This is an optimization exercise on Yosys and OpenROAD, whose aim is small area, a short achievable clock period and few clock cycles per item, not a production implementation. Where RTL was checked, it was by simulation tests only, not by an equivalence proof against the original.

## ascon128_stream
module ascon128_stream #(
    parameter R = 1
)(
input          clk, rst,
input          start, enc,
input  [127:0] key, nonce,
input          in_valid,
output         in_ready,
input   [63:0] in_data,
input    [3:0] in_bytes,
input          in_ad,
output         out_valid,
output  [63:0] out_data,
output         tag_valid,
output [127:0] tag
);
Settings: LEC_CHECK=0, CAP_MARGIN=20, CORE_MARGIN=2, CORE_UTILIZATION=60, SLEW_MARGIN=20, SYNTH_HIERARCHICAL=1; clock period 10.0 ns.
standard.sh (not shown) runs the stock make flow with config.mk's settings and CLKGATE_MAP_FILE= SYNTH_SCRIPT=/design/flow/synth_recipe.tcl, a recipe that flattens the netlist after the stock synthesis.
==> flow/flow/run.sh <==
#!/bin/bash
# The standard layout (standard.sh), with plain buffers (buf_1) on the
# ports instead of the default delay-cell buffers. Every port still gets
# its own buffer. The make output goes to standard.log.
set -euo pipefail
export BUFFER_PORTS_ARGS="-buffer_cell sky130_fd_sc_hd__buf_1"
bash standard.sh > standard.log 2>&1
The first run ran to the end with no violations.
Testbench counts at the start, summed over its fixed seeds: cycles 23,122, bytes 19,747.
==> next run, changes <==
--- a/flow/config.mk
+++ b/flow/config.mk
@@ -8,5 +8,6 @@
 export CAP_MARGIN = 20
 export CORE_MARGIN = 2
-export CORE_UTILIZATION = 60
-export SLEW_MARGIN = 20
+export CORE_UTILIZATION = 40
+export CTS_BUF_LIST = sky130_fd_sc_hd__clkbuf_4 sky130_fd_sc_hd__clkbuf_8 sky130_fd_sc_hd__clkbuf_16
+export SLEW_MARGIN = 50
 export SYNTH_HIERARCHICAL = 1
The changed run finished clean.
Core utilization shrinks by 20 points.
Routed wire length grows by roughly a tenth.
Setup slack improves by 0.20 ns.
Design area grows by a few percent.
==> next run, changes <==
--- a/flow/config.mk
+++ b/flow/config.mk
@@ -9,5 +9,4 @@
 export CORE_MARGIN = 2
 export CORE_UTILIZATION = 40
-export CTS_BUF_LIST = sky130_fd_sc_hd__clkbuf_4 sky130_fd_sc_hd__clkbuf_8 sky130_fd_sc_hd__clkbuf_16
 export SLEW_MARGIN = 50
 export SYNTH_HIERARCHICAL = 1
What happened: Maximum frequency grows by about 0.45%. Final cell count stays flat. Sequential share of layout area stays flat. Critical path depth stays the same.
==> next run, changes <==
--- a/flow/config.mk
+++ b/flow/config.mk
@@ -8,5 +8,8 @@
 export CAP_MARGIN = 20
 export CORE_MARGIN = 2
-export CORE_UTILIZATION = 40
+export CORE_UTILIZATION = 65
+export CTS_CLUSTER_DIAMETER = 100
+export CTS_CLUSTER_SIZE = 24
+export PLACE_DENSITY = 0.85
 export SLEW_MARGIN = 50
 export SYNTH_HIERARCHICAL = 1
Die area fell by well over a third.
Count of clock-buffer cells in the layout went down by 33.
Routed wire length is lower by a few percent.
Cell count is lower by a little under a tenth.
Final area is lower by a few percent.
Register-to-register slack gets better by 0.02 ns.


Another version of the RTL of ascon128_stream (not shown whole).
Size in the first run: ~3200 cells after synthesis, about 530 I/O pins, ~31000 sq um of cells after synthesis.
==> flow/config.mk <==
export PLATFORM = sky130hd
export DESIGN_NAME = ascon128_stream
export DESIGN_NICKNAME = ascon128_stream
export VERILOG_FILES = /design/flow/design.v
export SDC_FILE = /design/flow/constraint.sdc
export NUM_CORES = 8
export LEC_CHECK = 0
export CAP_MARGIN = 20
export CORE_MARGIN = 2
export CORE_UTILIZATION = 55
export CTS_CLUSTER_DIAMETER = 100
export CTS_CLUSTER_SIZE = 24
export PLACE_DENSITY = 0.75
export SLEW_MARGIN = 55
export SYNTH_HIERARCHICAL = 1
==> flow/constraint.sdc <==
create_clock -name core_clock -period 10.0 [get_ports {clk}]
set_input_delay 2.0000 -clock core_clock [delete_from_list [all_inputs] [get_ports {clk}]]
set_output_delay 2.0000 -clock core_clock [all_outputs]
set_load 0.01 [all_outputs]
Scripts as last shown in full above: flow/flow/run.sh
The starting point finished clean.
Testbench counts at the start, summed over its fixed seeds: cycles 23,122, bytes 19,747.
==> next run, changes <==
CORE_UTILIZATION = 45   (was 55)
SLEW_MARGIN = 50   (was 55)
First-iteration DRC count came out lower by a few percent.
Routed wire length came out lower by a few percent.
Fmax came out higher slightly.
Die area came out higher by about a fifth.
Setup slack gains 51 ps.
Via count came out lower slightly.
Critical path depth is unchanged.
Cell area came out lower slightly.
Hold slack gains 28 ps.
==> next run, changes <==
CORE_UTILIZATION = 50   (was 45)
The changed run completed with no timing, DRC or antenna violations.
Wire length decreases by 1.0%.
Flip-flop and latch count stays the same.
Area after synthesis does not change.
Clock-buffer cell count does not change.
Register-to-register slack barely changes.
Die area decreases by about 10%.
Hold slack is worse by 22 ps.


Another version of the RTL of ascon128_stream (not shown whole).
Size in the first run: roughly 5500 cells after synthesis, about 530 I/O pins, ~52000 µm² of cells after synthesis.
// ascon128_stream
module ascon128_stream #(
    parameter R = 2
)(
input          clk, rst,
input          start, enc,
input  [127:0] key, nonce,
input          in_valid,
output         in_ready,
input   [63:0] in_data,
input    [3:0] in_bytes,
input          in_ad,
output         out_valid,
output  [63:0] out_data,
output         tag_valid,
output [127:0] tag
);
==> flow/config.mk <==
export PLATFORM = sky130hd
export DESIGN_NAME = ascon128_stream
export DESIGN_NICKNAME = ascon128_stream
export VERILOG_FILES = /design/flow/design.v
export SDC_FILE = /design/flow/constraint.sdc
export NUM_CORES = 8
export LEC_CHECK = 0
export CAP_MARGIN = 20
export CORE_MARGIN = 2
export CORE_UTILIZATION = 40
export SETUP_SLACK_MARGIN = 5
export SLEW_MARGIN = 20
==> flow/constraint.sdc <==
create_clock -name core_clock -period 10.0 [get_ports {clk}]
set_input_delay 2.0000 -clock core_clock [delete_from_list [all_inputs] [get_ports {clk}]]
set_output_delay 2.0000 -clock core_clock [all_outputs]
set_load 0.01 [all_outputs]
run.sh (not shown) runs the stock make flow with config.mk's settings and CLKGATE_MAP_FILE= SYNTH_SCRIPT=/design/flow/synth_recipe.tcl, a recipe that flattens the netlist after the stock synthesis.
Stock flow here: none of the scripts above is used.
The baseline produced a clean layout.
Change:
- SETUP_SLACK_MARGIN: 5 -> not set
What happened: Final area drops by 3.3%. Via count barely changes. Synthesized area stays the same.
No run of this note included a check of the RTL's function; only the layout flow was run.


## JK
ascon128_stream, a different RTL version from the one above (not shown whole).
Size: roughly 3300 cells after synthesis, ~440 flip-flops, roughly 530 I/O pins, ~31000 um^2 of cells after synthesis.
Settings: LEC_CHECK=0, CAP_MARGIN=20, CORE_MARGIN=2, CORE_UTILIZATION=55, CTS_CLUSTER_DIAMETER=100, CTS_CLUSTER_SIZE=24, PLACE_DENSITY=0.75, SLEW_MARGIN=40, SYNTH_HIERARCHICAL=1; clock period 10.0 ns.
standard.sh (not shown) runs the stock make flow with config.mk's settings and CLKGATE_MAP_FILE= SYNTH_SCRIPT=/design/flow/synth_recipe.tcl, a recipe that flattens the netlist after the stock synthesis.
Scripts as last shown in full above: flow/flow/run.sh
Testbench counts of JK, summed over its fixed seeds: cycles 23,122, bytes 19,747.
Here is what was changed in the inputs of MS compared with JK.
# JK
export LEC_CHECK = 0
export CAP_MARGIN = 20
export CORE_MARGIN = 2
export CORE_UTILIZATION = 55
export CTS_CLUSTER_DIAMETER = 100
export CTS_CLUSTER_SIZE = 24
export PLACE_DENSITY = 0.75
export SLEW_MARGIN = 40
export SYNTH_HIERARCHICAL = 1
create_clock -name core_clock -period 10.0 [get_ports {clk}]
# MS
export LEC_CHECK = 0
export CAP_MARGIN = 20
export CORE_MARGIN = 2
export CORE_UTILIZATION = 55
export CTS_CLUSTER_DIAMETER = 100
export CTS_CLUSTER_SIZE = 24
export PLACE_DENSITY = 0.75
export SLEW_MARGIN = 50
export SYNTH_HIERARCHICAL = 1
create_clock -name core_clock -period 10.0 [get_ports {clk}]
MS completed every stage of the flow, and the final layout passed the timing, design-rule and antenna checks. MS vs JK, clock-buffer cell count went down by about 3.4%. Changes observed in MS relative to JK: sequential portion of the cell area shows a reduction of 0.50 points, worst max-slew margin expressed relative to the limit picked up an extra 12 points, synthesized cell count held steady, final critical-path required period went down 7.9 ps. Clock buffer count from CTS: MS and JK compared, lower one is MS. MS ended up with S1[29]$_DFF_P_ as its end point of the critical path; JK ended up with S1[27]$_DFF_P_. Status: routed wire length parity (MS, JK). For the measured slew at the worst slew-check pin, MS came in 190 ps lower than JK did. Comparing global-route wire length before repair for MS and JK, the smaller number came from JK.


Setup of alpha:
ascon128_stream, a different RTL version from the one above (not shown whole).
For scale: ~0.047 sq mm of cells after synthesis.
export LEC_CHECK = 0
export CAP_MARGIN = 20
export CORE_MARGIN = 2
export CORE_UTILIZATION = 40
export SLEW_MARGIN = 20
export SYNTH_HIERARCHICAL = 1
create_clock -name core_clock -period 10.0 [get_ports {clk}]
Scripts as last shown in full above: flow/flow/run.sh
Changes in epsilon relative to alpha:
Settings: a change of SLEW_MARGIN from 20 to 50; an added SETUP_SLACK_MARGIN of 5.
Notes after the runs:
epsilon reached the final stage; the timing, design-rule and antenna checks on its layout passed.
The design area of epsilon exceeds that of alpha by about 20%.
epsilon against alpha; number of antenna violations at the first check in global routing is down by more than 10%.
epsilon ended up with a higher highest clock rate than alpha did.
[compare] base=alpha new=epsilon: data arrival time of the critical path decreased by 1.80 ns relative to the old numbers, clock tree buffer count of the final layout increased by 3.9% relative to the old numbers, worst setup slack increased by 1.81 ns relative to the old numbers.
No run of this note included a check of the RTL's function; only the layout flow was run.


RTL: one of the versions met above, not the one the previous note started from.
Size: ~3,600 cells after synthesis, about 440 flip-flops, ~0.033 mm2 of cells after synthesis.
Settings: LEC_CHECK=0, CAP_MARGIN=20, CORE_MARGIN=2, CORE_UTILIZATION=40, SLEW_MARGIN=20, SYNTH_HIERARCHICAL=1; clock period 10.0 ns.
Scripts as last shown in full above: flow/flow/run.sh
The baseline ran to the end with no violations.
Testbench counts at the start, summed over its fixed seeds: cycles 23,122, bytes 19,747.
==> next run, changes <==
CTS_CLUSTER_DIAMETER = 100   (was not set)
CTS_CLUSTER_SIZE = 24   (was not set)
SLEW_MARGIN = 50   (was 20)
What happened:
- clock skew rose by 0.016 ns
- wire length fell by 0.47%
- via count fell by 1.0%
- synthesized cell count is unchanged
==> next run, changes <==
CTS_CLUSTER_DIAMETER = 70   (was 100)
CTS_CLUSTER_SIZE = 30   (was 24)
After rerunning:
- wire length hardly moves
- first-iteration DRC count goes down by 0.90%
- maximum frequency hardly moves


Setup of run 1:
Starting RTL as in the previous note.
==> flow/design.v (excerpt) <==
module ascon128_stream #(
    parameter R = 1
)(
input          clk, rst,
input          start, enc,
input  [127:0] key, nonce,
input          in_valid,
output         in_ready,
input   [63:0] in_data,
input    [3:0] in_bytes,
input          in_ad,
output         out_valid,
output  [63:0] out_data,
output         tag_valid,
output [127:0] tag
);
==> flow/config.mk <==
export PLATFORM = sky130hd
export DESIGN_NAME = ascon128_stream
export DESIGN_NICKNAME = ascon128_stream
export VERILOG_FILES = /design/flow/design.v
export SDC_FILE = /design/flow/constraint.sdc
export NUM_CORES = 8
export LEC_CHECK = 0
export CAP_MARGIN = 50
export CORE_MARGIN = 2
export CORE_UTILIZATION = 40
export SLEW_MARGIN = 50
export SYNTH_HIERARCHICAL = 1
==> flow/constraint.sdc <==
create_clock -name core_clock -period 10.0 [get_ports {clk}]
set_input_delay 2.0000 -clock core_clock [delete_from_list [all_inputs] [get_ports {clk}]]
set_output_delay 2.0000 -clock core_clock [all_outputs]
set_load 0.01 [all_outputs]
Scripts as last shown in full above: flow/flow/run.sh
Both conditions hold for run 1: the flow ran to the end and the final layout passed the timing, design-rule and antenna checks.
Testbench counts of run 1, summed over its fixed seeds: cycles 23,122, bytes 19,747.
> inputs changed (run 1 -> run 2)
Settings: CAP_MARGIN changed from 50 to 20; SLEW_MARGIN changed from 50 to 70.
[summary]
Run 2 completed end to end with timing, DRC and antenna clean.
Delay of the slowest cell on the worst path for run 2: 0.19 ns down relative to run 1
Horizontal extent of the die: run 2 vs run 1 identical
Re fraction of the cycle the final worst path needs: run 2 is 1.8 points down on run 1.
Via count in run 2 is 3.6% higher than in run 1
Final critical delay including setup and external delays sits lower in run 2 than in run 1.
Summary: with run 1 as the reference, total area of multi-input combinational cells in run 2 moved up by more than 10%.
The slew at the pin with the worst max-slew slack number comes out lower for run 2 vs run 1.
Any difference in synthesized cell count between run 1 and run 2 is small enough to ignore.
Edits applied to the flow inputs when going from run 2 to run 3:
Settings: CTS_CLUSTER_SIZE newly set to 30; SLEW_MARGIN changed from 70 to 50; CTS_BUF_LIST newly set to sky130_fd_sc_hd__clkbuf_8.
==> results.txt <==
- Diff run 2 -> run 3: core utilization went down, register fraction of the total cell area went up by 2.6 points.
- Between run 3 and run 2, share of the clock period used by the worst path is lower for run 2, run 3 comes in above that.
- Against run 2, final hold slack in run 3 came out worse.
- Routed wire length delta for run 3 relative to run 2: about 2.2% lower
- Global-route wire length before repair was higher in the run labelled run 2.
- Critical path depth delta for run 3 relative to run 2: 8 higher
> inputs changed (run 3 -> run 4)
Settings: SLEW_MARGIN now 60, was 50; CTS_CLUSTER_DIAMETER now 100, previously not set; CTS_CLUSTER_SIZE now 24, was 30; PLACE_DENSITY now 0.75, previously not set; CTS_BUF_LIST no longer set, was sky130_fd_sc_hd__clkbuf_8; CORE_UTILIZATION now 55, was 40.
--- outcome ---
Run 4 vs run 3: maximum frequency up by a few percent
[compare] base=run 3 new=run 4: met3 usage in global routing grew by 2.5 points, number of nets in the finished design shrank by 0.68%, overall routed net length shrank by 12 mm.
Run 4: full flow OK, the timing, design-rule and antenna checks passed
Run comparison: run 4 cell at the slowest stage of the critical path dfxtp_1; run 3 cell at the slowest stage of the critical path xor2_1
Run 4 ends up with lower final area than run 3 does.


## main
RTL: one of the versions met above, not the one the previous note started from.
Size: ~3300 cells after synthesis, about 440 flip-flops.
Settings: LEC_CHECK=0, CAP_MARGIN=20, CORE_MARGIN=2, CORE_UTILIZATION=55, CTS_CLUSTER_DIAMETER=100, CTS_CLUSTER_SIZE=24, PLACE_DENSITY=0.75, SLEW_MARGIN=60, SYNTH_HIERARCHICAL=1; clock period 10.0 ns.
Scripts as last shown in full above: flow/flow/run.sh
main: PASS, flow complete, no timing, DRC or antenna violations
Testbench counts of main, summed over its fixed seeds: cycles 23,122, bytes 19,747.
### main -> the feature branch
Settings: SLEW_MARGIN changed from 60 to 50.
==> flow/flow/run.sh <==
#!/bin/bash
# The standard layout (standard.sh) with two changes to the port
# buffers (every port still gets its own buffer):
#  - plain buf_1 buffers instead of the default delay-cell buffers,
#  - after global placement, the output port buffers become buf_2.
# The make output goes to standard.log.
set -euo pipefail
here=$(cd "$(dirname "$0")" && pwd)
export BUFFER_PORTS_ARGS="-buffer_cell sky130_fd_sc_hd__buf_1"
export POST_GLOBAL_PLACE_TCL="$here/outbuf.tcl"
bash standard.sh > standard.log 2>&1
==> flow/flow/outbuf.tcl (new file) <==
# Output port buffers: buf_2 instead of buf_1 (every port keeps its own buffer).
set db [ord::get_db]
set block [ord::get_db_block]
set m2 [$db findMaster sky130_fd_sc_hd__buf_2]
set n 0
foreach bterm [$block getBTerms] {
  if {[$bterm getIoType] ne "OUTPUT"} continue
  set net [$bterm getNet]
  if {$net eq "NULL"} continue
  foreach it [$net getITerms] {
    if {[$it isOutputSignal]} {
      set inst [$it getInst]
      if {[[$inst getMaster] getName] eq "sky130_fd_sc_hd__buf_1"} {
        $inst swapMaster $m2
        incr n
      }
    }
  }
}
puts "outbuf.tcl: $n output buffers now buf_2"
main went all the way through synthesis, placement and routing and the layout is clean on timing, DRC and antenna.
The feature branch finished end to end and its layout was clean on timing, DRC and antenna.
Total met2 wirelength after detailed routing, the feature branch and main: lower on the feature branch
For main, the source of the critical timing path was S4[39]$_DFF_P_, unlike the feature branch, where it was S1[29]$_DFF_P_.
From main to the feature branch the numbers moved as follows: number of design-rule violations left by the first detailed-router iteration went up by 1.4%, global-route wire length before repair went down by 2200 um.

-- port drivers added, routing unchanged --
Ports are ideal in the flow. The routed layouts listed here were re-timed in OpenROAD. Step 1 assumes that a clkbuf_16 drives the clock port and a buf_2 every other input. Step 2 also shifts input and output timing later by t, the mid clock arrival at the registers, as if the neighbouring blocks saw the same clock. Slacks: ideal / step 1 / step 2; pairs: ideal / step 1.
run	shift t [ns]	setup slack, ns	latest minus earliest clock arrival (ns)
the first run of note 1	0.690	6.180 / 6.180 / 6.180	0.021 / 0.021
the second run of note 1	0.684	6.379 / 6.379 / 6.379	0.023 / 0.023
the third run of note 1	0.686	6.396 / 6.396 / 6.396	0.022 / 0.022
the fourth run of note 1	0.682	6.413 / 6.413 / 6.413	0.027 / 0.027
the first run of note 2	0.665	6.516 / 6.459 / 6.369	0.037 / 0.037
the second run of note 2	0.674	6.567 / 6.500 / 6.365	0.034 / 0.035
the third run of note 2	0.664	6.616 / 6.552 / 6.436	0.036 / 0.036
the first run of note 3	0.776	4.820 / 4.820 / 4.820	0.056 / 0.057
the second run of note 3	0.782	3.866 / 3.866 / 3.866	0.062 / 0.062
JK	0.665	6.412 / 6.412 / 6.373	0.029 / 0.030
MS	0.663	6.420 / 6.420 / 6.394	0.021 / 0.021
alpha	0.736	3.024 / 3.024 / 3.024	0.035 / 0.035
epsilon	0.742	4.837 / 4.837 / 4.837	0.024 / 0.025
the first run of note 6	0.694	6.114 / 6.114 / 6.114	0.020 / 0.020
the second run of note 6	0.691	6.405 / 6.405 / 6.405	0.034 / 0.034
the third run of note 6	0.679	6.395 / 6.395 / 6.395	0.037 / 0.036
run 1	0.697	6.406 / 6.406 / 6.406	0.024 / 0.024
run 2	0.700	6.583 / 6.509 / 6.730	0.026 / 0.026
run 3	0.782	6.433 / 6.399 / 6.433	0.042 / 0.042
run 4	0.690	6.586 / 6.518 / 6.596	0.040 / 0.040
main	0.671	6.594 / 6.526 / 6.561	0.032 / 0.032
the feature branch	0.684	6.376 / 6.376 / 6.376	0.049 / 0.050
After both steps every run listed still meets setup and hold. For the second run of note 2, which loses most, drivers alone change the setup slack by -0.067 ns; drivers and shift together by -0.202 ns.
